What follows belongs to an exercise in optimizing a design on an open flow for small area, a short achievable clock period and few clock cycles; a production flow would make more cautious choices. The RTL was checked by simulation tests, not by an equivalence proof against the original design. Power is estimated from default activity; no workload was simulated.

**flow/constraint.sdc**
```tcl
create_clock -name core_clock -period 16.0 [get_ports {clk}]
set_input_delay 3.2000 -clock core_clock [delete_from_list [all_inputs] [get_ports {clk}]]
set_output_delay 3.2000 -clock core_clock [all_outputs]
set_load 0.01 [all_outputs]
```
**flow/config.mk**
```make
export PLATFORM = sky130hd
export DESIGN_NAME = zmc_alu
export DESIGN_NICKNAME = zmc_alu
export VERILOG_FILES = /design/flow/design.v
export SDC_FILE = /design/flow/constraint.sdc
export NUM_CORES = 4
export LEC_CHECK = 0
export ABC_AREA = 1
export ABC_CLOCK_PERIOD_IN_PS = 8000
export CAP_MARGIN = 20
export CORE_MARGIN = 2
export CORE_UTILIZATION = 40
export SETUP_SLACK_MARGIN = 5
export SLEW_MARGIN = 20
```
**flow/standard.sh**
```bash
#!/bin/bash
# synth_recipe.tcl (not shown) runs the flow's synth.tcl, then flattens the netlist and writes it again
# the make line also repeats each setting of config.mk as NAME=value (left out here)
make -C /OpenROAD-flow-scripts/flow DESIGN_CONFIG=/design/flow/config.mk WORK_HOME=/design/flow/orfs CLKGATE_MAP_FILE= SYNTH_SCRIPT=/design/flow/synth_recipe.tcl "${@:-finish}"
```
**flow/flow/run.sh**
```bash
#!/bin/bash
# Layout flow: the standard flow (standard.sh) with two changes: the port
# buffers that global placement inserts on every input and output are
# sky130_fd_sc_hd__buf_2 instead of the cell the resizer picks by default, and
# timing repair aims at 5.5 ns of setup slack instead of config.mk's 5.
# The output of the whole run goes to standard.log in this folder; ORFS keeps
# each step's log under orfs/logs.
set -e
export BUFFER_PORTS_ARGS="-buffer_cell sky130_fd_sc_hd__buf_2"
sed 's/SETUP_SLACK_MARGIN=[0-9.]*/SETUP_SLACK_MARGIN=5.5/' standard.sh > standard_margin.sh
bash standard_margin.sh > standard.log 2>&1
```
**flow/design.v**
```verilog
`timescale 1ns/10ps
module pfx_add #(parameter N = 16, parameter L = 4) (
	input  [N-1:0] x,
	input  [N-1:0] y,
	input          cin,
	output [N-1:0] s,
	output [N-1:0] c,
	output         cout
);
	wire [N-1:0] g0 = x & y;
	wire [N-1:0] p0 = x ^ y;
	wire [N-1:0] G [0:L];
	wire [N-1:0] P [0:L];
	assign G[0] = {g0[N-1:1], g0[0] | (p0[0] & cin)};
	assign P[0] = p0;
	genvar l, i;
	generate
		for (l = 1; l <= L; l = l + 1) begin : lv
			for (i = 0; i < N; i = i + 1) begin : bt
				if ((i >> (l - 1)) & 1) begin : op
					localparam integer J = ((i >> (l - 1)) << (l - 1)) - 1;
					assign G[l][i] = G[l-1][i] | (P[l-1][i] & G[l-1][J]);
					assign P[l][i] = P[l-1][i] & P[l-1][J];
				end else begin : pass
					assign G[l][i] = G[l-1][i];
					assign P[l][i] = P[l-1][i];
				end
			end
		end
	endgenerate
	assign c = {G[L][N-2:0], cin};
	assign s = p0 ^ c;
	assign cout = G[L][N-1];
endmodule
`timescale 1ns/10ps
module bk_add #(parameter N = 16) (
	input  [N-1:0] x,
	input  [N-1:0] y,
	input          cin,
	output [N-1:0] s
);
	wire [N-1:0] p = x ^ y;
	reg  [N-1:0] G, P;
	integer d, i;
	always @(*) begin
		G = x & y;
		P = p;
		G[0] = G[0] | (P[0] & cin);
		for (d = 1; d < N; d = d * 2)
			for (i = 2 * d - 1; i < N; i = i + 2 * d) begin
				G[i] = G[i] | (P[i] & G[i-d]);
				P[i] = P[i] & P[i-d];
			end
		for (d = N / 4; d >= 1; d = d / 2)
			for (i = 3 * d - 1; i < N; i = i + 2 * d) begin
				G[i] = G[i] | (P[i] & G[i-d]);
				P[i] = P[i] & P[i-d];
			end
	end
	assign s = p ^ {G[N-2:0], cin};
endmodule
`timescale 1ns/10ps
module mul_step (
	input  [16:0] h,      
	input  [16:0] A,      
	input  [7:0]  C,      
	input         neg,    
	output [24:0] t
);
	wire w1, w2, w3, w4, w5, w6, w7, w8, w9, w10, w11, w12, w13, w14, w15, w16, w17, w18, w19, w20, w21, w22, w23, w24, w25, w26, w27, w28, w29, w30, w31, w32, w33, w34, w35, w36, w37, w38, w39, w40, w41, w42, w43, w44, w45, w46, w47, w48, w49, w50, w51, w52, w53, w54, w55, w56, w57, w58, w59, w60, w61, w62, w63, w64, w65, w66, w67, w68, w69, w70, w71, w72, w73, w74, w75, w76, w77, w78, w79, w80, w81, w82, w83, w84, w85, w86, w87, w88, w89, w90, w91, w92, w93, w94, w95, w96, w97, w98, w99, w100, w101, w102, w103, w104, w105, w106, w107, w108, w109, w110, w111, w112, w113, w114, w115, w116, w117, w118, w119, w120, w121, w122, w123, w124, w125, w126, w127, w128, w129, w130, w131, w132, w133, w134, w135, w136, w137, w138, w139, w140, w141, w142, w143, w144, w145, w146, w147, w148, w149, w150, w151, w152, w153, w154, w155, w156, w157, w158, w159, w160, w161, w162, w163, w164, w165, w166, w167, w168, w169, w170, w171, w172, w173, w174, w175, w176, w177, w178, w179, w180, w181, w182, w183, w184, w185, w186, w187, w188, w189, w190, w191, w192, w193, w194, w195, w196, w197, w198, w199, w200, w201, w202, w203, w204, w205, w206, w207, w208, w209, w210, w211, w212, w213, w214, w215, w216, w217, w218, w219, w220, w221, w222, w223, w224;
	assign w1 = h[1] ^ (C[0] & A[1]) ^ (C[1] & A[0]);
	assign w2 = (h[1] & (C[0] & A[1])) | (h[1] & (C[1] & A[0])) | ((C[0] & A[1]) & (C[1] & A[0]));
	assign w3 = h[2] ^ (C[0] & A[2]) ^ (C[1] & A[1]);
	assign w4 = (h[2] & (C[0] & A[2])) | (h[2] & (C[1] & A[1])) | ((C[0] & A[2]) & (C[1] & A[1]));
	assign w5 = (C[2] & A[0]) ^ w2 ^ w3;
	assign w6 = ((C[2] & A[0]) & w2) | ((C[2] & A[0]) & w3) | (w2 & w3);
	assign w7 = h[3] ^ (C[0] & A[3]) ^ (C[1] & A[2]);
	assign w8 = (h[3] & (C[0] & A[3])) | (h[3] & (C[1] & A[2])) | ((C[0] & A[3]) & (C[1] & A[2]));
	assign w9 = (C[2] & A[1]) ^ (C[3] & A[0]) ^ w4;
	assign w10 = ((C[2] & A[1]) & (C[3] & A[0])) | ((C[2] & A[1]) & w4) | ((C[3] & A[0]) & w4);
	assign w11 = w7 ^ w6 ^ w9;
	assign w12 = (w7 & w6) | (w7 & w9) | (w6 & w9);
	assign w13 = h[4] ^ (C[0] & A[4]) ^ (C[1] & A[3]);
	assign w14 = (h[4] & (C[0] & A[4])) | (h[4] & (C[1] & A[3])) | ((C[0] & A[4]) & (C[1] & A[3]));
	assign w15 = (C[2] & A[2]) ^ (C[3] & A[1]) ^ (C[4] & A[0]);
	assign w16 = ((C[2] & A[2]) & (C[3] & A[1])) | ((C[2] & A[2]) & (C[4] & A[0])) | ((C[3] & A[1]) & (C[4] & A[0]));
	assign w17 = w8 ^ w13 ^ w15;
	assign w18 = (w8 & w13) | (w8 & w15) | (w13 & w15);
	assign w19 = w10 ^ w17 ^ w12;
	assign w20 = (w10 & w17) | (w10 & w12) | (w17 & w12);
	assign w21 = h[5] ^ (C[0] & A[5]) ^ (C[1] & A[4]);
	assign w22 = (h[5] & (C[0] & A[5])) | (h[5] & (C[1] & A[4])) | ((C[0] & A[5]) & (C[1] & A[4]));
	assign w23 = (C[2] & A[3]) ^ (C[3] & A[2]) ^ (C[4] & A[1]);
	assign w24 = ((C[2] & A[3]) & (C[3] & A[2])) | ((C[2] & A[3]) & (C[4] & A[1])) | ((C[3] & A[2]) & (C[4] & A[1]));
	assign w25 = (C[5] & A[0]) ^ w14 ^ w16;
	assign w26 = ((C[5] & A[0]) & w14) | ((C[5] & A[0]) & w16) | (w14 & w16);
	assign w27 = w21 ^ w23 ^ w18;
	assign w28 = (w21 & w23) | (w21 & w18) | (w23 & w18);
	assign w29 = w25 ^ w27 ^ w20;
	assign w30 = (w25 & w27) | (w25 & w20) | (w27 & w20);
	assign w31 = h[6] ^ (C[0] & A[6]) ^ (C[1] & A[5]);
	assign w32 = (h[6] & (C[0] & A[6])) | (h[6] & (C[1] & A[5])) | ((C[0] & A[6]) & (C[1] & A[5]));
	assign w33 = (C[2] & A[4]) ^ (C[3] & A[3]) ^ (C[4] & A[2]);
	assign w34 = ((C[2] & A[4]) & (C[3] & A[3])) | ((C[2] & A[4]) & (C[4] & A[2])) | ((C[3] & A[3]) & (C[4] & A[2]));
	assign w35 = (C[5] & A[1]) ^ (C[6] & A[0]) ^ w22;
	assign w36 = ((C[5] & A[1]) & (C[6] & A[0])) | ((C[5] & A[1]) & w22) | ((C[6] & A[0]) & w22);
	assign w37 = w24 ^ w31 ^ w33;
	assign w38 = (w24 & w31) | (w24 & w33) | (w31 & w33);
	assign w39 = w26 ^ w35 ^ w37;
	assign w40 = (w26 & w35) | (w26 & w37) | (w35 & w37);
	assign w41 = w28 ^ w39 ^ w30;
	assign w42 = (w28 & w39) | (w28 & w30) | (w39 & w30);
	assign w43 = h[7] ^ (C[0] & A[7]) ^ (C[1] & A[6]);
	assign w44 = (h[7] & (C[0] & A[7])) | (h[7] & (C[1] & A[6])) | ((C[0] & A[7]) & (C[1] & A[6]));
	assign w45 = (C[2] & A[5]) ^ (C[3] & A[4]) ^ (C[4] & A[3]);
	assign w46 = ((C[2] & A[5]) & (C[3] & A[4])) | ((C[2] & A[5]) & (C[4] & A[3])) | ((C[3] & A[4]) & (C[4] & A[3]));
	assign w47 = (C[5] & A[2]) ^ (C[6] & A[1]) ^ (C[7] & (A[0] ^ neg));
	assign w48 = ((C[5] & A[2]) & (C[6] & A[1])) | ((C[5] & A[2]) & (C[7] & (A[0] ^ neg))) | ((C[6] & A[1]) & (C[7] & (A[0] ^ neg)));
	assign w49 = (C[7] & neg) ^ w32 ^ w34;
	assign w50 = ((C[7] & neg) & w32) | ((C[7] & neg) & w34) | (w32 & w34);
	assign w51 = w43 ^ w45 ^ w47;
	assign w52 = (w43 & w45) | (w43 & w47) | (w45 & w47);
	assign w53 = w36 ^ w38 ^ w49;
	assign w54 = (w36 & w38) | (w36 & w49) | (w38 & w49);
	assign w55 = w51 ^ w40 ^ w53;
	assign w56 = (w51 & w40) | (w51 & w53) | (w40 & w53);
	assign w57 = h[8] ^ (C[0] & A[8]) ^ (C[1] & A[7]);
	assign w58 = (h[8] & (C[0] & A[8])) | (h[8] & (C[1] & A[7])) | ((C[0] & A[8]) & (C[1] & A[7]));
	assign w59 = (C[2] & A[6]) ^ (C[3] & A[5]) ^ (C[4] & A[4]);
	assign w60 = ((C[2] & A[6]) & (C[3] & A[5])) | ((C[2] & A[6]) & (C[4] & A[4])) | ((C[3] & A[5]) & (C[4] & A[4]));
	assign w61 = (C[5] & A[3]) ^ (C[6] & A[2]) ^ (C[7] & (A[1] ^ neg));
	assign w62 = ((C[5] & A[3]) & (C[6] & A[2])) | ((C[5] & A[3]) & (C[7] & (A[1] ^ neg))) | ((C[6] & A[2]) & (C[7] & (A[1] ^ neg)));
	assign w63 = w44 ^ w46 ^ w48;
	assign w64 = (w44 & w46) | (w44 & w48) | (w46 & w48);
	assign w65 = w57 ^ w59 ^ w61;
	assign w66 = (w57 & w59) | (w57 & w61) | (w59 & w61);
	assign w67 = w50 ^ w52 ^ w63;
	assign w68 = (w50 & w52) | (w50 & w63) | (w52 & w63);
	assign w69 = w65 ^ w54 ^ w67;
	assign w70 = (w65 & w54) | (w65 & w67) | (w54 & w67);
	assign w71 = h[9] ^ (C[0] & A[9]) ^ (C[1] & A[8]);
	assign w72 = (h[9] & (C[0] & A[9])) | (h[9] & (C[1] & A[8])) | ((C[0] & A[9]) & (C[1] & A[8]));
	assign w73 = (C[2] & A[7]) ^ (C[3] & A[6]) ^ (C[4] & A[5]);
	assign w74 = ((C[2] & A[7]) & (C[3] & A[6])) | ((C[2] & A[7]) & (C[4] & A[5])) | ((C[3] & A[6]) & (C[4] & A[5]));
	assign w75 = (C[5] & A[4]) ^ (C[6] & A[3]) ^ (C[7] & (A[2] ^ neg));
	assign w76 = ((C[5] & A[4]) & (C[6] & A[3])) | ((C[5] & A[4]) & (C[7] & (A[2] ^ neg))) | ((C[6] & A[3]) & (C[7] & (A[2] ^ neg)));
	assign w77 = w58 ^ w60 ^ w62;
	assign w78 = (w58 & w60) | (w58 & w62) | (w60 & w62);
	assign w79 = w71 ^ w73 ^ w75;
	assign w80 = (w71 & w73) | (w71 & w75) | (w73 & w75);
	assign w81 = w64 ^ w66 ^ w77;
	assign w82 = (w64 & w66) | (w64 & w77) | (w66 & w77);
	assign w83 = w79 ^ w68 ^ w81;
	assign w84 = (w79 & w68) | (w79 & w81) | (w68 & w81);
	assign w85 = h[10] ^ (C[0] & A[10]) ^ (C[1] & A[9]);
	assign w86 = (h[10] & (C[0] & A[10])) | (h[10] & (C[1] & A[9])) | ((C[0] & A[10]) & (C[1] & A[9]));
	assign w87 = (C[2] & A[8]) ^ (C[3] & A[7]) ^ (C[4] & A[6]);
	assign w88 = ((C[2] & A[8]) & (C[3] & A[7])) | ((C[2] & A[8]) & (C[4] & A[6])) | ((C[3] & A[7]) & (C[4] & A[6]));
	assign w89 = (C[5] & A[5]) ^ (C[6] & A[4]) ^ (C[7] & (A[3] ^ neg));
	assign w90 = ((C[5] & A[5]) & (C[6] & A[4])) | ((C[5] & A[5]) & (C[7] & (A[3] ^ neg))) | ((C[6] & A[4]) & (C[7] & (A[3] ^ neg)));
	assign w91 = w72 ^ w74 ^ w76;
	assign w92 = (w72 & w74) | (w72 & w76) | (w74 & w76);
	assign w93 = w85 ^ w87 ^ w89;
	assign w94 = (w85 & w87) | (w85 & w89) | (w87 & w89);
	assign w95 = w78 ^ w80 ^ w91;
	assign w96 = (w78 & w80) | (w78 & w91) | (w80 & w91);
	assign w97 = w93 ^ w82 ^ w95;
	assign w98 = (w93 & w82) | (w93 & w95) | (w82 & w95);
	assign w99 = h[11] ^ (C[0] & A[11]) ^ (C[1] & A[10]);
	assign w100 = (h[11] & (C[0] & A[11])) | (h[11] & (C[1] & A[10])) | ((C[0] & A[11]) & (C[1] & A[10]));
	assign w101 = (C[2] & A[9]) ^ (C[3] & A[8]) ^ (C[4] & A[7]);
	assign w102 = ((C[2] & A[9]) & (C[3] & A[8])) | ((C[2] & A[9]) & (C[4] & A[7])) | ((C[3] & A[8]) & (C[4] & A[7]));
	assign w103 = (C[5] & A[6]) ^ (C[6] & A[5]) ^ (C[7] & (A[4] ^ neg));
	assign w104 = ((C[5] & A[6]) & (C[6] & A[5])) | ((C[5] & A[6]) & (C[7] & (A[4] ^ neg))) | ((C[6] & A[5]) & (C[7] & (A[4] ^ neg)));
	assign w105 = w86 ^ w88 ^ w90;
	assign w106 = (w86 & w88) | (w86 & w90) | (w88 & w90);
	assign w107 = w99 ^ w101 ^ w103;
	assign w108 = (w99 & w101) | (w99 & w103) | (w101 & w103);
	assign w109 = w92 ^ w94 ^ w105;
	assign w110 = (w92 & w94) | (w92 & w105) | (w94 & w105);
	assign w111 = w107 ^ w96 ^ w109;
	assign w112 = (w107 & w96) | (w107 & w109) | (w96 & w109);
	assign w113 = h[12] ^ (C[0] & A[12]) ^ (C[1] & A[11]);
	assign w114 = (h[12] & (C[0] & A[12])) | (h[12] & (C[1] & A[11])) | ((C[0] & A[12]) & (C[1] & A[11]));
	assign w115 = (C[2] & A[10]) ^ (C[3] & A[9]) ^ (C[4] & A[8]);
	assign w116 = ((C[2] & A[10]) & (C[3] & A[9])) | ((C[2] & A[10]) & (C[4] & A[8])) | ((C[3] & A[9]) & (C[4] & A[8]));
	assign w117 = (C[5] & A[7]) ^ (C[6] & A[6]) ^ (C[7] & (A[5] ^ neg));
	assign w118 = ((C[5] & A[7]) & (C[6] & A[6])) | ((C[5] & A[7]) & (C[7] & (A[5] ^ neg))) | ((C[6] & A[6]) & (C[7] & (A[5] ^ neg)));
	assign w119 = w100 ^ w102 ^ w104;
	assign w120 = (w100 & w102) | (w100 & w104) | (w102 & w104);
	assign w121 = w113 ^ w115 ^ w117;
	assign w122 = (w113 & w115) | (w113 & w117) | (w115 & w117);
	assign w123 = w106 ^ w108 ^ w119;
	assign w124 = (w106 & w108) | (w106 & w119) | (w108 & w119);
	assign w125 = w121 ^ w110 ^ w123;
	assign w126 = (w121 & w110) | (w121 & w123) | (w110 & w123);
	assign w127 = h[13] ^ (C[0] & A[13]) ^ (C[1] & A[12]);
	assign w128 = (h[13] & (C[0] & A[13])) | (h[13] & (C[1] & A[12])) | ((C[0] & A[13]) & (C[1] & A[12]));
	assign w129 = (C[2] & A[11]) ^ (C[3] & A[10]) ^ (C[4] & A[9]);
	assign w130 = ((C[2] & A[11]) & (C[3] & A[10])) | ((C[2] & A[11]) & (C[4] & A[9])) | ((C[3] & A[10]) & (C[4] & A[9]));
	assign w131 = (C[5] & A[8]) ^ (C[6] & A[7]) ^ (C[7] & (A[6] ^ neg));
	assign w132 = ((C[5] & A[8]) & (C[6] & A[7])) | ((C[5] & A[8]) & (C[7] & (A[6] ^ neg))) | ((C[6] & A[7]) & (C[7] & (A[6] ^ neg)));
	assign w133 = w114 ^ w116 ^ w118;
	assign w134 = (w114 & w116) | (w114 & w118) | (w116 & w118);
	assign w135 = w127 ^ w129 ^ w131;
	assign w136 = (w127 & w129) | (w127 & w131) | (w129 & w131);
	assign w137 = w120 ^ w122 ^ w133;
	assign w138 = (w120 & w122) | (w120 & w133) | (w122 & w133);
	assign w139 = w135 ^ w124 ^ w137;
	assign w140 = (w135 & w124) | (w135 & w137) | (w124 & w137);
	assign w141 = h[14] ^ (C[0] & A[14]) ^ (C[1] & A[13]);
	assign w142 = (h[14] & (C[0] & A[14])) | (h[14] & (C[1] & A[13])) | ((C[0] & A[14]) & (C[1] & A[13]));
	assign w143 = (C[2] & A[12]) ^ (C[3] & A[11]) ^ (C[4] & A[10]);
	assign w144 = ((C[2] & A[12]) & (C[3] & A[11])) | ((C[2] & A[12]) & (C[4] & A[10])) | ((C[3] & A[11]) & (C[4] & A[10]));
	assign w145 = (C[5] & A[9]) ^ (C[6] & A[8]) ^ (C[7] & (A[7] ^ neg));
	assign w146 = ((C[5] & A[9]) & (C[6] & A[8])) | ((C[5] & A[9]) & (C[7] & (A[7] ^ neg))) | ((C[6] & A[8]) & (C[7] & (A[7] ^ neg)));
	assign w147 = w128 ^ w130 ^ w132;
	assign w148 = (w128 & w130) | (w128 & w132) | (w130 & w132);
	assign w149 = w141 ^ w143 ^ w145;
	assign w150 = (w141 & w143) | (w141 & w145) | (w143 & w145);
	assign w151 = w134 ^ w136 ^ w147;
	assign w152 = (w134 & w136) | (w134 & w147) | (w136 & w147);
	assign w153 = w149 ^ w138 ^ w151;
	assign w154 = (w149 & w138) | (w149 & w151) | (w138 & w151);
	assign w155 = h[15] ^ (C[0] & A[15]) ^ (C[1] & A[14]);
	assign w156 = (h[15] & (C[0] & A[15])) | (h[15] & (C[1] & A[14])) | ((C[0] & A[15]) & (C[1] & A[14]));
	assign w157 = (C[2] & A[13]) ^ (C[3] & A[12]) ^ (C[4] & A[11]);
	assign w158 = ((C[2] & A[13]) & (C[3] & A[12])) | ((C[2] & A[13]) & (C[4] & A[11])) | ((C[3] & A[12]) & (C[4] & A[11]));
	assign w159 = (C[5] & A[10]) ^ (C[6] & A[9]) ^ (C[7] & (A[8] ^ neg));
	assign w160 = ((C[5] & A[10]) & (C[6] & A[9])) | ((C[5] & A[10]) & (C[7] & (A[8] ^ neg))) | ((C[6] & A[9]) & (C[7] & (A[8] ^ neg)));
	assign w161 = w142 ^ w144 ^ w146;
	assign w162 = (w142 & w144) | (w142 & w146) | (w144 & w146);
	assign w163 = w155 ^ w157 ^ w159;
	assign w164 = (w155 & w157) | (w155 & w159) | (w157 & w159);
	assign w165 = w148 ^ w150 ^ w161;
	assign w166 = (w148 & w150) | (w148 & w161) | (w150 & w161);
	assign w167 = w163 ^ w152 ^ w165;
	assign w168 = (w163 & w152) | (w163 & w165) | (w152 & w165);
	assign w169 = ~h[16] ^ ~(C[0] & A[16]) ^ (C[1] & A[15]);
	assign w170 = (~h[16] & ~(C[0] & A[16])) | (~h[16] & (C[1] & A[15])) | (~(C[0] & A[16]) & (C[1] & A[15]));
	assign w171 = (C[2] & A[14]) ^ (C[3] & A[13]) ^ (C[4] & A[12]);
	assign w172 = ((C[2] & A[14]) & (C[3] & A[13])) | ((C[2] & A[14]) & (C[4] & A[12])) | ((C[3] & A[13]) & (C[4] & A[12]));
	assign w173 = (C[5] & A[11]) ^ (C[6] & A[10]) ^ (C[7] & (A[9] ^ neg));
	assign w174 = ((C[5] & A[11]) & (C[6] & A[10])) | ((C[5] & A[11]) & (C[7] & (A[9] ^ neg))) | ((C[6] & A[10]) & (C[7] & (A[9] ^ neg)));
	assign w175 = w156 ^ w158 ^ w160;
	assign w176 = (w156 & w158) | (w156 & w160) | (w158 & w160);
	assign w177 = w169 ^ w171 ^ w173;
	assign w178 = (w169 & w171) | (w169 & w173) | (w171 & w173);
	assign w179 = w162 ^ w164 ^ w175;
	assign w180 = (w162 & w164) | (w162 & w175) | (w164 & w175);
	assign w181 = w177 ^ w166 ^ w179;
	assign w182 = (w177 & w166) | (w177 & w179) | (w166 & w179);
	assign w183 = ~(C[1] & A[16]) ^ (C[2] & A[15]) ^ (C[3] & A[14]);
	assign w184 = (~(C[1] & A[16]) & (C[2] & A[15])) | (~(C[1] & A[16]) & (C[3] & A[14])) | ((C[2] & A[15]) & (C[3] & A[14]));
	assign w185 = (C[4] & A[13]) ^ (C[5] & A[12]) ^ (C[6] & A[11]);
	assign w186 = ((C[4] & A[13]) & (C[5] & A[12])) | ((C[4] & A[13]) & (C[6] & A[11])) | ((C[5] & A[12]) & (C[6] & A[11]));
	assign w187 = (C[7] & (A[10] ^ neg)) ^ w170 ^ w172;
	assign w188 = ((C[7] & (A[10] ^ neg)) & w170) | ((C[7] & (A[10] ^ neg)) & w172) | (w170 & w172);
	assign w189 = w174 ^ w183 ^ w185;
	assign w190 = (w174 & w183) | (w174 & w185) | (w183 & w185);
	assign w191 = w176 ^ w178 ^ w187;
	assign w192 = (w176 & w178) | (w176 & w187) | (w178 & w187);
	assign w193 = w189 ^ w180 ^ w191;
	assign w194 = (w189 & w180) | (w189 & w191) | (w180 & w191);
	assign w195 = ~(C[2] & A[16]) ^ (C[3] & A[15]) ^ (C[4] & A[14]);
	assign w196 = (~(C[2] & A[16]) & (C[3] & A[15])) | (~(C[2] & A[16]) & (C[4] & A[14])) | ((C[3] & A[15]) & (C[4] & A[14]));
	assign w197 = (C[5] & A[13]) ^ (C[6] & A[12]) ^ (C[7] & (A[11] ^ neg));
	assign w198 = ((C[5] & A[13]) & (C[6] & A[12])) | ((C[5] & A[13]) & (C[7] & (A[11] ^ neg))) | ((C[6] & A[12]) & (C[7] & (A[11] ^ neg)));
	assign w199 = w184 ^ w186 ^ w195;
	assign w200 = (w184 & w186) | (w184 & w195) | (w186 & w195);
	assign w201 = w197 ^ w188 ^ w190;
	assign w202 = (w197 & w188) | (w197 & w190) | (w188 & w190);
	assign w203 = w199 ^ w192 ^ w201;
	assign w204 = (w199 & w192) | (w199 & w201) | (w192 & w201);
	assign w205 = ~(C[3] & A[16]) ^ (C[4] & A[15]) ^ (C[5] & A[14]);
	assign w206 = (~(C[3] & A[16]) & (C[4] & A[15])) | (~(C[3] & A[16]) & (C[5] & A[14])) | ((C[4] & A[15]) & (C[5] & A[14]));
	assign w207 = (C[6] & A[13]) ^ (C[7] & (A[12] ^ neg)) ^ w196;
	assign w208 = ((C[6] & A[13]) & (C[7] & (A[12] ^ neg))) | ((C[6] & A[13]) & w196) | ((C[7] & (A[12] ^ neg)) & w196);
	assign w209 = w198 ^ w205 ^ w200;
	assign w210 = (w198 & w205) | (w198 & w200) | (w205 & w200);
	assign w211 = w207 ^ w202 ^ w209;
	assign w212 = (w207 & w202) | (w207 & w209) | (w202 & w209);
	assign w213 = ~(C[4] & A[16]) ^ (C[5] & A[15]) ^ (C[6] & A[14]);
	assign w214 = (~(C[4] & A[16]) & (C[5] & A[15])) | (~(C[4] & A[16]) & (C[6] & A[14])) | ((C[5] & A[15]) & (C[6] & A[14]));
	assign w215 = (C[7] & (A[13] ^ neg)) ^ w206 ^ w213;
	assign w216 = ((C[7] & (A[13] ^ neg)) & w206) | ((C[7] & (A[13] ^ neg)) & w213) | (w206 & w213);
	assign w217 = w208 ^ w215 ^ w210;
	assign w218 = (w208 & w215) | (w208 & w210) | (w215 & w210);
	assign w219 = ~(C[5] & A[16]) ^ (C[6] & A[15]) ^ (C[7] & (A[14] ^ neg));
	assign w220 = (~(C[5] & A[16]) & (C[6] & A[15])) | (~(C[5] & A[16]) & (C[7] & (A[14] ^ neg))) | ((C[6] & A[15]) & (C[7] & (A[14] ^ neg)));
	assign w221 = w214 ^ w219 ^ w216;
	assign w222 = (w214 & w219) | (w214 & w216) | (w219 & w216);
	assign w223 = ~(C[6] & A[16]) ^ (C[7] & (A[15] ^ neg)) ^ w220;
	assign w224 = (~(C[6] & A[16]) & (C[7] & (A[15] ^ neg))) | (~(C[6] & A[16]) & w220) | ((C[7] & (A[15] ^ neg)) & w220);
	wire [24:0] xx = {1'b1, ~(C[7] & (A[16] ^ neg)), w223, w221, w212, w204, w194, w182, w168, w154, w140, w126, w112, w98, w84, w70, w56, w55, w41, w29, w19, w11, w5, w1, h[0]};
	wire [24:0] yy = {1'b0, w224, w222, w218, w217, w211, w203, w193, w181, w167, w153, w139, w125, w111, w97, w83, w69, w42, 1'b0, 1'b0, 1'b0, 1'b0, 1'b0, 1'b0, (C[0] & A[0])};
	wire [8:0] cc;
	wire co;
	pfx_add #(9, 4) add_lo (.x(xx[8:0]), .y(yy[8:0]), .cin(1'b0), .s(t[8:0]), .c(cc), .cout(co));
	bk_add #(16) add_hi (.x(xx[24:9]), .y(yy[24:9]), .cin(co), .s(t[24:9]));
endmodule
`timescale 1ns/10ps
module zmc_alu (
	input  [15:0] a_in,
	input  [15:0] b_in,
	input  [7:0]  op_in,
	input         z_flag_in,
	input         s_flag_in,
	input         c_flag_in,
	input         ovr_flag_in,
	input         clk,
	input         a_reset_l,
	output reg [15:0] c_out,
	output reg    z_flag_out,
	output reg    s_flag_out,
	output reg    c_flag_out,
	output reg    ovr_flag_out,
	output        valid_out
);
	wire [15:0] a = a_in;
	wire [15:0] b = b_in;
	wire [3:0]  n = op_in[3:0];
	wire        cont = op_in[5];
	wire        zi = z_flag_in, si = s_flag_in, ci = c_flag_in, vi = ovr_flag_in;
	wire hi00    = (op_in[7:6] == 2'b00) & ~op_in[4];
	wire n_arith = (n == 4'h0) | (n == 4'h1) | (n == 4'h3) | (n == 4'h4) | (n == 4'h8) | (n == 4'hB);
	wire g_arith = hi00 & n_arith;
	wire g_logic = (op_in[7:4] == 4'h4);
	wire g_shift = (op_in[7:4] == 4'h8) & ~(op_in[2] & op_in[1]);
	wire is_mul  = hi00 & (n == 4'h2);
	wire is_div  = (op_in == 8'h0F);
	wire is_md   = is_mul | is_div;
	wire signd   = op_in[5];
	wire        x_a    = op_in[3] & ~op_in[2];                
	wire        x_ones = ~op_in[3] & op_in[2];                
	wire        x_d    = op_in[3] & op_in[2];                 
	wire        y_inv  = op_in[1] & op_in[0];                 
	wire        cin    = cont ? (ci & (op_in[3] | op_in[2] | op_in[0])) : op_in[0];
	wire        sel_a, sel_a1, sel_r;
	wire [15:0] dx;
	wire [15:0] x = ({16{sel_a}} & a) | ({16{sel_a1}} & {1'b0, a[15:1]}) |
	                ({16{sel_r}} & dx) | {16{x_ones}};
	wire [15:0] y = y_inv ? ~b : b;
	wire [15:0] sum, carry;
	wire        c16;
	pfx_add #(16) add_i (.x(x), .y(y), .cin(cin), .s(sum), .c(carry), .cout(c16));
	wire        c15 = carry[15];
	wire        sum_zero = (sum == 16'd0);
	wire        b_nz   = |b;
	wire        b_lnz  = |b[14:0];
	wire        neg_sub = ~cont & y_inv;       
	wire        negc    = cont & (n == 4'h3);  
	reg ar_c, ar_v;
	always @(*) begin
		if (negc) begin
			ar_c = b_nz | ci;
			ar_v = ~ci & b[15] & ~b_lnz;
		end else if (neg_sub) begin
			ar_c = c16 & b_nz;
			ar_v = (c16 & b_nz) ^ (c15 & b_lnz);
		end else begin
			ar_c = c16;
			ar_v = c16 ^ c15;
		end
	end
	wire mov   = (n == 4'h0);
	wire ar_z  = mov ? zi : (sum_zero & (~cont | zi));
	wire ar_s  = mov ? si : sum[15];
	wire ar_cf = mov ? ci : ar_c;
	wire ar_vf = mov ? vi : ar_v;
	reg [15:0] lg;
	integer i;
	always @(*) begin
		for (i = 0; i < 16; i = i + 1)
			lg[i] = op_in[{b[i], a[i]}];
		if (n == 4'hF) lg = 16'h0001;
	end
	reg        sh_fill, sh_c;
	reg [15:0] sh;
	always @(*) begin
		sh_c = ci;
		case (op_in[2:0])
			3'd0: sh_fill = 1'b0;
			3'd1: sh_fill = 1'b1;
			3'd2: sh_fill = op_in[3] ? b[0] : b[15];
			3'd4: sh_fill = op_in[3] ? b[15] : b[0];
			default: sh_fill = ci;
		endcase
		if (op_in[2:0] == 3'd5) sh_c = op_in[3] ? b[15] : b[0];
		sh = op_in[3] ? {b[14:0], sh_fill} : {sh_fill, b[15:1]};
	end
	reg         busy;  
	reg         vreg;  
	reg  [3:0]  pos;   
	reg  [16:0] ra;    
	reg  [14:0] rb;    
	wire        first = ~busy;
	wire [24:0] t;
	mul_step mul_i (
		.h(first ? 17'd0 : ra),
		.A({signd & a[15], a}),
		.C(first ? b[7:0] : b[15:8]),
		.neg(signd & ~first),
		.t(t)
	);
	reg  [3:0]  nf;
	integer k;
	always @(*) begin
		nf = 4'd15;
		for (k = 0; k < 16; k = k + 1)
			if (b[k]) nf = 15 - k;
	end
	wire        nf_small = b[15] | b[14];
	wire [15:0] r_init = {1'b0, a[15:1]} >> nf;
	reg         abit;  
	wire [3:0]  pos_m1 = (busy ? pos : nf) - 4'd1;
	wire [3:0]  pos_next = (busy | nf_small) ? pos_m1 : nf;
	assign      dx = {ra[14:0], abit};
	assign      sel_r  = x_d & busy;
	assign      sel_a  = x_a | (x_d & ~busy & b[15]);
	assign      sel_a1 = x_d & ~busy & ~b[15];
	wire        q = (busy & ra[15]) | c16;
	wire [15:0] r_next = q ? sum : x;
	always @(posedge clk or negedge a_reset_l) begin
		if (!a_reset_l) begin
			busy <= 1'b0;
			vreg <= 1'b0;
		end else begin
			busy <= is_md & ~vreg;
			vreg <= ~vreg & ((busy & (is_mul | (is_div & (pos == 4'd0)))) | (~busy & is_div & b[15]));
		end
	end
	always @(posedge clk) begin
		pos  <= pos_next;
		abit <= a[pos_next];
		if (is_mul) begin
			ra <= t[24:8];
			rb <= {7'd0, t[7:0]};
		end else begin
			ra <= {1'b0, (busy | nf_small) ? r_next : r_init};
			rb <= busy ? {rb[13:0], q} : {14'd0, q & nf_small};
		end
	end
	assign valid_out = vreg;
	wire [15:0] md_out = vreg ? ra[15:0] :
	                     is_mul ? {t[7:0], rb[7:0]} : {busy ? rb[14:0] : 15'd0, q};
	wire a_z  = ~(|a);
	wire md_z = is_div ? (a_z & b_nz) : (a_z | ~b_nz);
	wire md_s = is_div ? si : (signd & (a[15] ^ b[15]));
	wire md_v = is_div ? ~b_nz : vi;
	always @(*) begin
		c_out = 16'd0; z_flag_out = 1'b0; s_flag_out = 1'b0; c_flag_out = 1'b0; ovr_flag_out = 1'b0;
		if (g_arith) begin
			c_out = sum; z_flag_out = ar_z; s_flag_out = ar_s; c_flag_out = ar_cf; ovr_flag_out = ar_vf;
		end else if (g_logic) begin
			c_out = lg; z_flag_out = (lg == 16'd0); s_flag_out = lg[15]; c_flag_out = ci; ovr_flag_out = vi;
		end else if (g_shift) begin
			c_out = sh; z_flag_out = (sh == 16'd0); s_flag_out = sh[15]; c_flag_out = sh_c; ovr_flag_out = vi;
		end else if (is_md) begin
			c_out = md_out; z_flag_out = md_z; s_flag_out = md_s; c_flag_out = ci; ovr_flag_out = md_v;
		end
	end
endmodule
```
==> results of run 1 <==
-- Yosys cell counts, types with 12 or more instances --
library cell  instances  share of area [%]
nor2_1              147                5.7
inv_2                12               0.46
inv_1               204                7.9
xor2_1               32                2.9
nand2_1             316                 12
buf_2                21                1.1
nand3_1             107                5.5
dfxtp_1              37                7.6
o211ai_1             24                1.9
nand4_1              13               0.84
ha_1                 32                4.1
fa_1                127                 26
o21ai_0              92                4.7
a211oi_1             12               0.93
a21oi_1              88                4.5
clkinv_1             12               0.46
clkbuf_1             41                1.6
nand2_2              14               0.90
-- power by group --
part / total [mW] / switching [mW] / leakage (nW) / internal (mW)
clock network: 0.134 / 0.0444 / 0.0911 / 0.0896
registers: 0.132 / 0.0207 / 0.334 / 0.112
logic: 0.686 / 0.426 / 4.86 / 0.260
total: 0.953 / 0.491 / 5.28 / 0.461
-- worst max-delay path by stage --
stage / startpoint / endpoint / slack [ns]
CTS: op_in[3] / z_flag_out / 5.43
detailed placement: op_in[3] / z_flag_out / 4.92
global placement: op_in[3] / z_flag_out / 4.98
finish: b_in[12] / c_out[15] / 5.64
global route: op_in[3] / c_out[0] / 5.47
floorplan: a_in[2] / c_out[15] / 5.87
-- worst max-delay path, delay by kind of cell --
kind | cells | cell delay [ns]
buffers and inverters | 9 | 1.15
adder cells (fa/ha/maj) | 4 | 1.83
AO/OA/AOI/OAI | 4 | 0.68
AND/OR/NAND/NOR | 4 | 0.30
-- area by class of cell --
type	instances	area (µm²)
Clock buffer	6	129
Fill cell	2503	12500
Multi-Input combinational cell	1114	7940
Timing Repair inverter	1	5.00
Clock inverter	2	60.1
Tap cell	319	399
Timing Repair Buffer	122	902
Inverter	228	927
Sequential cell	39	791
-- repair_timing --
action,in CTS,in global routing
resized for setup,27,80
setup buffers,8,34
endpoints found under the setup margin,10,8
pin swaps,2,20
gates cloned,1,3
endpoints found under the hold margin,0,0
-- sequential cells by signal, summed over array words and instances, names as in the netlist --
| name | count |
|---|---|
| busy | 1 |
| abit | 1 |
| vreg | 1 |
| ra | 17 |
| rb | 15 |
| pos | 4 |
-- metal layers --
metal,GRT usage [%],routed length [µm],up-vias
met5,0,0,-
met4,10.5,1640,0
met3,7.66,4710,104
met2,49.0,18600,630
met1,44.1,16800,5220
li1,-,-,4830
-- cell families (layout without fill, tap and decap cells) --
kind of cell / after synthesis / after routing / synth area share, %
compound gates: 294 / 294 / 18.4
xor+xnor: 36 / 36 / 3.25
fa+ha+maj: 159 / 159 / 30.3
buf+inv: 301 / 359 / 12.2
flops: 39 / 39 / 8.15
simple gates: 625 / 625 / 27.7
==> flow_metrics.py, run 1 <==
metrics = {
    "worst_setup_path": {
        "worstSetupPathType": "primary input to output pin",
        "worstPathRequired_ns": 12.80,
        "slowest_stage": "fa_2",
        "rr_endpoint": "ra[15]",
        "critPathMaxStageDelay_ns": 0.56,
        "worstPathArrival_ns": 7.16,
        "r2r_start": "busy",
        "path_max_fanout": 6,
        "cp-start-kind": "primary input",
        "rr_worst_depth": 31,
        "path_cells": "buf_2 -> clkinvlp_4 -> nand2_1 -> o21ai_1 -> buf_6 -> buf_12 -> inv_1 -> nand2_1 -> fa_1 -> inv_1 -> fa_1 -> fa_1 -> inv_1 -> fa_2 -> nor2_2 -> buf_4 -> o21ai_4 -> a31oi_4 -> a211oi_2 -> nand2_1 -> buf_2",
        "ff2ff_setup_slack_ns": 8.27,
        "cp-end-kind": "output pin",
    },
    "synthesis": {
        "synth_cell_types": 60,
        "syn_nets": 1659,
        "synthArstFlopShare_pct": 5.13,
        "synth-edff-count": 0,
        "yosysWarningCount": 4,
        "syn-cell-area_um2": 9700,
        "syn_area_per_cell_um2": 6.67,
        "ys_seq_area_share_pct": 8.15,
        "synth-seq-cells": 39,
        "synth_flop_cell": "dfxtp_1",
        "syn_inst": 1454,
    },
    "hold_path": {
        "worstHoldPathType": "flop to flop",
        "whs_path_depth": 2,
        "hold_end": "rb[12]",
        "hold_start": "rb[11]",
    },
    "sta": {
        "relSlewSlack_pct": 16.3,
        "drv_slew": 0,
        "setup_viol": 0,
        "fmax_mhz": 96.5,
        "clock_skew_ns": 0.00446,
        "setup_tns_ns": 0,
        "timing.final.ws_setup_ns": 5.64,
        "rsz0062_at_grt": "yes",
        "worst_pin_slew_ns": 1.24,
        "finalHoldViolations": 0,
        "whs_ns": 0.432,
        "min_period_ns": 10.36,
        "finalCritPeriodShare_pct": 64.7,
    },
    "layout": {
        "design_area_um2": 11100,
        "final_nets": 1716,
        "n_antenna_cell": 0,
        "drive_above_1_share_pct": 15.7,
        "mostFrequentLayoutCell": "nand2_1",
        "mostFrequentLayoutCells": "nand2_1, inv_1, nor2_1",
        "syn2layout_area_growth_pct": 14.9,
        "instances_no_fill": 1831,
        "final_core_util_pct": 47.2,
    },
    "floorplan": {
        "core_um2": 23600,
        "initial_core_util_pct": 41.1,
        "rows": 56,
        "die_y_um": 160,
        "die_x_um": 160,
        "boundaryPins": 67,
        "die-area_um2": 25500,
    },
    "clock_network": {
        "numCtsBuffers": 5,
        "clk_path_buf_depth": 2,
        "cts_tree": "yes",
        "holdBufCountCts": 0,
        "htreeDepth": 2,
        "clkSlewWorstSetupHoldPaths_ns": 0.06,
        "cts_sinks": 39,
        "clk_latency_ns": 0.30,
        "cts_root_buf": "clkbuf_16",
    },
    "route": {
        "vias_per_cell": 5.89,
        "drc": 0,
        "drt_iter0_markers": 1480,
        "vias": 10784,
        "antenna_left": 0,
        "routedWlPerCell_um": 22.8,
        "wl_um": 41700,
        "drtPass1Iterations": 6,
    },
    "placed_design": {
        "io_buffers": 66,
        "place_congestion": 1.01,
        "pre_cts_ws_ns": 4.92,
        "place_inst": 1777,
        "place_area_um2": 10200,
        "dp_hpwl_um": 32200,
    },
    "global_routing": {
        "grt_pass1_wl_um": 62000,
        "grt_max_degree": 59,
        "grt_overflow": 0,
        "antenna_found_initial": 0,
        "grt_pass1_vias": 10075,
        "track_usage_pct": 31.9,
    },
    "power": {
        "peakVddDrop_uv": 128,
        "p_per_area_nw_per_um2": 85.4,
        "p_leak_nw": 5.28,
        "total_power_mw": 0.953,
    },
    "run_status": {
        "outcome": "no timing/DRC/antenna violations",
    },
    "job": {
        "cap_violations": 0,
    },
}
Testbench counts, summed over its fixed seeds: cycles 5,871.
==> run 2: changes to the inputs <==
==> flow/flow/run.sh (replaced) <==
#!/bin/bash
# Layout flow: the standard flow (standard.sh) with two changes: the port
# buffers that global placement inserts on every input and output are
# sky130_fd_sc_hd__buf_2 instead of the cell the resizer picks by default, and
# timing repair aims at 4.5 ns of setup slack instead of config.mk's 5.
# The output of the whole run goes to standard.log in this folder; ORFS keeps
# each step's log under orfs/logs.
set -e
export BUFFER_PORTS_ARGS="-buffer_cell sky130_fd_sc_hd__buf_2"
sed 's/SETUP_SLACK_MARGIN=[0-9.]*/SETUP_SLACK_MARGIN=4.5/' standard.sh > standard_margin.sh
bash standard_margin.sh > standard.log 2>&1
==> run 2 against run 1 <==
  * Still clean on timing, DRC and antenna
  * Sequential share of layout area is 0.52 points higher
  * Via count is 2.1% lower
  * Power decreased by 4.0%
  * Hold slack better by 0.0022 ns
  * Core utilization fell by 3.2 points
  * Register-to-register slack worse by 0.12 ns
  * Sequential cell count stayed put
  * Cell area down 6.8%
  * Die area did not move
  * Global-route usage fell by 0.23 points
  * Wire length decreased by 2.8%
  * Sequential power hardly changed
  * Critical path type unchanged
  * Critical endpoint is now z_flag_out
  * Largest cell class unchanged
==> flow_metrics.py, run 2 <==
metrics = {
    "run_status": {
        "outcome": "no timing/DRC/antenna violations",
    },
    "layout": {
        "drive_above_1_share_pct": 8.80,
        "syn2layout_area_growth_pct": 7.08,
        "n_antenna_cell": 0,
        "design_area_um2": 10400,
        "mostFrequentLayoutCell": "nand2_1",
        "mostFrequentLayoutCells": "nand2_1, inv_1, nor2_1",
        "n_fill_cell": 2580,
        "regMostFlops": "ra",
        "reg.largest.list": "ra (17), rb (15), pos (4)",
        "largest_reg_flops": 17,
        "final_nets": 1670,
    },
    "clock_network": {
        "clk_path_buf_depth": 2,
        "cts_root_buf": "clkbuf_16",
        "clk_latency_ns": 0.30,
        "clkSlewWorstSetupHoldPaths_ns": 0.06,
        "post_cts_buffers": 0,
        "htreeDepth": 2,
        "cts_sinks": 39,
        "cts_tree": "yes",
        "numCtsBuffers": 5,
    },
    "synthesis": {
        "synth.most_common_cell": "nand2_1",
        "synth-edff-count": 0,
        "syn_area_per_cell_um2": 6.67,
        "synthArstFlopShare_pct": 5.13,
        "synth.top_cells.by_count": "nand2_1, inv_1, nor2_1, fa_1, nand3_1",
        "syn_nets": 1659,
        "syn-cell-area_um2": 9700,
        "ys_seq_area_share_pct": 8.15,
        "syn_inst": 1454,
        "yosysWarningCount": 4,
        "synth_top_area_cell": "fa_1",
        "synth_cell_types": 60,
        "synthTopCellsByArea": "fa_1, nand2_1, inv_1, dfxtp_1, nor2_1",
        "synth-seq-cells": 39,
        "synth_top_area_share_pct": 26.2,
        "synth_flop_cell": "dfxtp_1",
    },
    "worst_setup_path": {
        "critPathMaxStageDelay_ns": 0.49,
        "rr_worst_depth": 35,
        "ff2ff_setup_slack_ns": 8.15,
        "cp-start-kind": "primary input",
        "cpMostUsedCell": "nand2_1",
        "rr_endpoint": "ra[15]",
        "worstPathArrival_ns": 7.85,
        "path_max_fanout": 17,
        "worstSetupPathType": "primary input to output pin",
        "worstPathRequired_ns": 12.80,
        "slowest_stage": "fa_1",
        "r2r_start": "busy",
        "cp-end-kind": "output pin",
    },
    "sta": {
        "finalCritPeriodShare_pct": 69.0,
        "drv_slew": 0,
        "min_period_ns": 11.05,
        "timing.final.ws_setup_ns": 4.95,
        "worst_pin_slew_ns": 1.14,
        "setup_tns_ns": 0,
        "whs_ns": 0.434,
        "relSlewSlack_pct": 22.9,
        "finalHoldViolations": 0,
        "setup_viol": 0,
        "fmax_mhz": 90.5,
        "rsz0062_at_grt": "no",
        "clock_skew_ns": 0.00257,
    },
    "route": {
        "drc": 0,
        "vias": 10555,
        "vias_per_cell": 5.91,
        "antenna_left": 0,
        "routedWlPerCell_um": 22.7,
        "drt_iter0_markers": 1386,
        "drtPass1Iterations": 7,
        "wl_um": 40500,
    },
    "placed_design": {
        "io_buffers": 66,
        "pre_cts_ws_ns": 4.92,
        "dp_hpwl_um": 32200,
        "place_congestion": 1.01,
        "place_area_um2": 10200,
    },
    "floorplan": {
        "boundaryPins": 67,
        "initial_core_util_pct": 41.1,
        "core_um2": 23600,
        "die-area_um2": 25500,
        "die_y_um": 160,
        "die_x_um": 160,
        "rows": 56,
    },
    "global_routing": {
        "grt_pass1_vias": 9962,
        "grt_pass1_wl_um": 61600,
        "grt_max_degree": 59,
        "track_usage_pct": 31.6,
        "grt_overflow": 0,
        "antenna_found_initial": 0,
    },
    "hold_path": {
        "hold_start": "rb[11]",
        "worstHoldPathType": "flop to flop",
        "whs_path_depth": 2,
        "hold_end": "rb[12]",
    },
    "power": {
        "total_power_mw": 0.914,
        "peakVddDrop_uv": 117,
        "p_per_area_nw_per_um2": 88.0,
        "p_leak_nw": 5.04,
    },
    "job": {
        "cap_violations": 0,
    },
}
-- run 2: worst max path at each step --
stage            endpoint     start  cells after the start  slack (ns)
2_1_floorplan   c_out[15]   a_in[2]                     16        5.87
3_3_place_gp   z_flag_out  op_in[3]                     31        4.98
3_5_place_dp   z_flag_out  op_in[3]                     31        4.92
4_1_cts        z_flag_out  op_in[3]                     31        4.93
5_1_grt        z_flag_out  op_in[3]                     31        4.58
6_report       z_flag_out  b_in[15]                     30        4.95
-- run 2: cells by family (layout without fill, tap and decap cells) --
| group | count (synthesis) | count (layout) | synth area share, % |
|---|---|---|---|
| buffers and inverters | 301 | 313 | 12.2 |
| flip-flops | 39 | 39 | 8.15 |
| AO/OA/AOI/OAI | 294 | 294 | 18.4 |
| XOR/XNOR | 36 | 36 | 3.25 |
| AND/OR/NAND/NOR | 625 | 625 | 27.7 |
| adder cells (fa/ha/maj) | 159 | 159 | 30.3 |
-- run 2: where the power goes --
group / total [mW] / leakage, nW / internal [mW] / switching (mW)
logic: 0.647 / 4.62 / 0.240 / 0.407
clock network: 0.135 / 0.0911 / 0.0896 / 0.0450
registers: 0.132 / 0.334 / 0.112 / 0.0207
-- run 2: metrics by stage --
stage                     util [%]  cells
after detailed placement      43.1   1777
final                         44.0   1785
after global routing          44.0   1785
after global placement        43.1   1777
after floorplan                  -   1454
after CTS                     43.9   1785
-- run 2: routing by layer --
layer | share of wire, % | up-vias | wire (µm) | global-route usage [%]
met3 | 10 | 111 | 4220 | 7.38
met1 | 42 | 5137 | 16800 | 44.1
met2 | 44 | 570 | 17800 | 48.3
li1 | - | 4737 | - | -
met5 | 0 | - | 0 | 0
met4 | 4.2 | 0 | 1700 | 10.7
-- run 2: area by class of cell --
class / instances / area, µm² / area share, %
timing repair buffer: 77 / 417 / 4.01
clock inverter: 2 / 60.1 / 0.578
multi-input combinational: 1114 / 7730 / 74.5
tap: 319 / 399 / 3.84
clock buffer: 6 / 129 / 1.24
sequential: 39 / 791 / 7.61
inverter: 228 / 857 / 8.25
-- run 2: critical path: cells and delay by family --
family,cells,cell delay [ns]
buf+inv,7,1.33
compound gates,1,0.44
fa+ha+maj,3,1.01
simple gates,19,1.85
-- run 2: timing repair --
action | CTS | global route
endpoints found under the setup margin | 0 | 2
resized for setup | 0 | 3
hold buffers | 0 | 0

[static timing again, ports no longer ideal]
In the flow no input, the clock included, has a driving cell. The finished layouts below were timed again as built, in two steps. Step 1 (the two cells are an assumption about what drives the block):
set clk [get_ports {clk}]
set_driving_cell -lib_cell sky130_fd_sc_hd__clkbuf_16 $clk
set_driving_cell -lib_cell sky130_fd_sc_hd__buf_2 [delete_from_list [all_inputs] $clk]
Step 2 adds t to the input delays and takes it off the output delays; t is the mean of the earliest and latest rising clock arrival at the registers after step 1. Input paths then give back, and output paths get back, about the clock's delay inside the block. a / b / c = no drivers / after step 1 / after step 2; a / b = the first two.
run | t, ns | setup WS [ns] | latest minus earliest clock arrival (ns)
run 1 | 0.338 | 5.640 / 5.616 / 5.616 | 0.005 / 0.004
run 2 | 0.338 | 4.953 / 4.931 / 4.931 | 0.002 / 0.002
After both steps every run listed still meets setup and hold. For run 1, which loses most, drivers alone change the setup slack by -0.024 ns; drivers and shift together by -0.024 ns.
